Background: an optimization exercise with open tools, aiming at small area. Do not read the settings as production practice.
RTL that was checked went through simulation tests only; none was proved equivalent to the original.
Power figures rest on the tool's default switching activity, not on a simulated workload.

// dvs_ravens
module dvs_ravens
    (
        input  logic        clk,
        input  logic        rst_n,
        input  logic [9:0]  aer,
        input  logic        xsel,
        input  logic        req,
        output logic        ack,
        output logic [31:0] ravens_pkt
    );
    logic [15:0] time_prev;
    timer_us TIMER (
        .clk(clk),
        .rst_n(rst_n),
        .time_prev(time_prev)
    );
    logic       req_m, req_s;
    logic       xsel_m, xsel_s;
    logic [9:0] aer_m, aer_s;
    always_ff @(posedge clk, negedge rst_n) begin
        if (!rst_n) begin
            req_m <= 1'b0;
            req_s <= 1'b0;
        end
        else begin
            req_m <= req;
            req_s <= req_m;
        end
    end
    always_ff @(posedge clk) begin
        xsel_m <= xsel;
        xsel_s <= xsel_m;
        aer_m  <= aer;
        aer_s  <= aer_m;
    end
    logic [1:0] rx_st;
  ...
For scale: roughly 240 flip-flops, ~47 I/O pins, roughly 11000 µm² of cells after synthesis.
==> flow/config.mk <==
export PLATFORM = sky130hd
export DESIGN_NAME = dvs_ravens
export DESIGN_NICKNAME = dvs_ravens
export VERILOG_FILES = /design/flow/design.v
export SDC_FILE = /design/flow/constraint.sdc
export NUM_CORES = 4
export LEC_CHECK = 0
export CAP_MARGIN = 20
export CORE_MARGIN = 2
export CORE_UTILIZATION = 60
export CTS_BUF_LIST = sky130_fd_sc_hd__clkbuf_16
export CTS_CLUSTER_DIAMETER = 100
export CTS_CLUSTER_SIZE = 25
export PLACE_DENSITY = 0.75
export SLEW_MARGIN = 20
==> flow/constraint.sdc <==
create_clock -name core_clock -period 24.0 [get_ports {clk}]
set_input_delay 4.8000 -clock core_clock [delete_from_list [all_inputs] [get_ports {clk}]]
set_output_delay 4.8000 -clock core_clock [all_outputs]
set_load 0.01 [all_outputs]
standard.sh (not shown) runs the stock make flow with config.mk's settings and CLKGATE_MAP_FILE= SYNTH_SCRIPT=/design/flow/synth_recipe.tcl, a recipe that flattens the netlist after the stock synthesis.
==> flow/flow/run.sh <==
#!/bin/bash
# Standard ORFS layout (the standard.sh), with changes to how it is
# made: CTS without dummy loads, the smallest buffer on the ports, and one
# tie cell for the constant outputs.
set -euo pipefail
CTS="-sink_clustering_enable -repair_clock_nets -dont_use_dummy_load -buf_list sky130_fd_sc_hd__clkbuf_8 -sink_clustering_size 16 -sink_clustering_max_diameter 80"
bash standard.sh finish "CTS_ARGS=$CTS" "BUFFER_PORTS_ARGS=-buffer_cell sky130_fd_sc_hd__buf_1" "SKIP_REPAIR_TIE_FANOUT=1" "REMOVE_ABC_BUFFERS=1" > standard.log 2>&1
The baseline ran to the end with no violations.
Change:
--- a/flow/design.v
+++ b/flow/design.v
@@ -75,35 +75,36 @@
             rx_st <= 2'd0;
         end
         else begin
             case (rx_st)
                 2'd0: rx_st <= req_s ? (xsel_s ? 2'd2 : 2'd1) : 2'd0;
                 2'd1: rx_st <= 2'd2;
                 2'd2: rx_st <= 2'd3;
                 2'd3: rx_st <= req_s ? 2'd3 : 2'd0;
             endcase
         end
     end
     assign ack = rx_st[1];
-    logic ev_new;
-    wire  row_tcap = (rx_st == 2'd2) & ~ev_new;
     logic       row_yok;
     logic [6:0] row_y;
+    logic       row_tcap;
     logic [15:0] row_ts;
     always_ff @(posedge clk, negedge rst_n) begin
         if (!rst_n) begin
             row_yok  <= 1'b1;
             row_y    <= 7'd0;
-        end
-        else begin
+            row_tcap <= 1'b0;
+        end
+        else begin
+            row_tcap <= rx_samp & ~xsel_s;
             if (rx_samp & ~xsel_s) begin
                 row_yok <= (aer_s[8:0] < 9'd100);
                 row_y   <= aer_s[6:0] * 7'd45;
             end
         end
     end
     always_ff @(posedge clk, negedge rst_n) begin
         if (!rst_n) begin
             row_ts <= 16'd0;
         end
         else if (row_tcap) begin
             row_ts <= time_prev;
@@ -111,25 +112,25 @@
     end
     wire       ev_ok  = aer_s[0] & (aer_s[9:1] < 9'd100) & row_yok;
     wire [7:0] ev_idx = {aer_s[8:2] + row_y, aer_s[1]};
     logic [7:0]  ev_idx_q;
     logic [15:0] ev_ts_q;
     logic        ev_unf;
     always_ff @(posedge clk) begin
         if (rx_samp & xsel_s) begin
             ev_idx_q <= ev_idx;
             ev_ts_q  <= row_ts;
         end
     end
-    logic ev_done, wr_en;
+    logic ev_new, ev_done, wr_en;
     logic [1:0]  wp, rp, cur_ptr;
     logic [23:0] slot0, slot1, slot2, slot3;    
     logic [1:0] rd_st;
     logic       new_spike;
     logic [2:0] tx_st;
     wire full     = (wp + 2'd1 == rp);
     wire empty    = (wp == rp);
     wire wr_req   = ev_unf & ~ev_done;
     wire wr_grant = wr_req & ~full;
     wire rdy      = (tx_st == 3'd0) | (tx_st == 3'd1);
     wire rd_grant = rdy & ~wr_req & ~empty;
     wire [1:0] wr_slot = wp + {1'b0, wr_en & ~full};
The new run completed without violations.
Worst setup slack loses 0.18 ns.
Sequential cell count increases by 1.
Design area increases slightly.
Combinational power goes down by roughly a tenth.
Sequential share of layout area is lower by 0.36 points.
Power falls by a few percent.
Cell count rose slightly.
Routed wire length increases by a few percent.
Hold slack barely changes.
Clock-buffer cell count falls by 1.
Global-route usage rises by 0.24 points.
Core utilization is higher by 0.21 points.
Only the layout flow was run in the second run of this note; the RTL was not checked for function there.

-- static timing again, ports no longer ideal --
In the flow no input, the clock included, has a driving cell. The finished layouts below were timed again as built, in two steps. Step 1 sets driving cells, clkbuf_16 on the clock port and buf_2 on the other inputs (assumed; they add their load-dependent delay and slew). Step 2 adds t to the input delays and takes it off the output delays; t is the mean of the earliest and latest rising clock arrival at the registers after step 1. Input paths then give back, and output paths get back, about the clock's delay inside the block. Three values: ideal, step 1, step 2; two values: the first two.
run | t, ns | setup slack, ns | slew at the worst register clock pin (ns) | worst data-port slew with drivers (ns)
the first run | 0.542 | 18.007 / 17.966 / 18.083 | 0.10 / 0.10 | 0.03
the second run | 0.532 | 17.823 / 17.823 / 17.823 | 0.10 / 0.10 | 0.03
After both steps setup and hold are still met in every run listed.
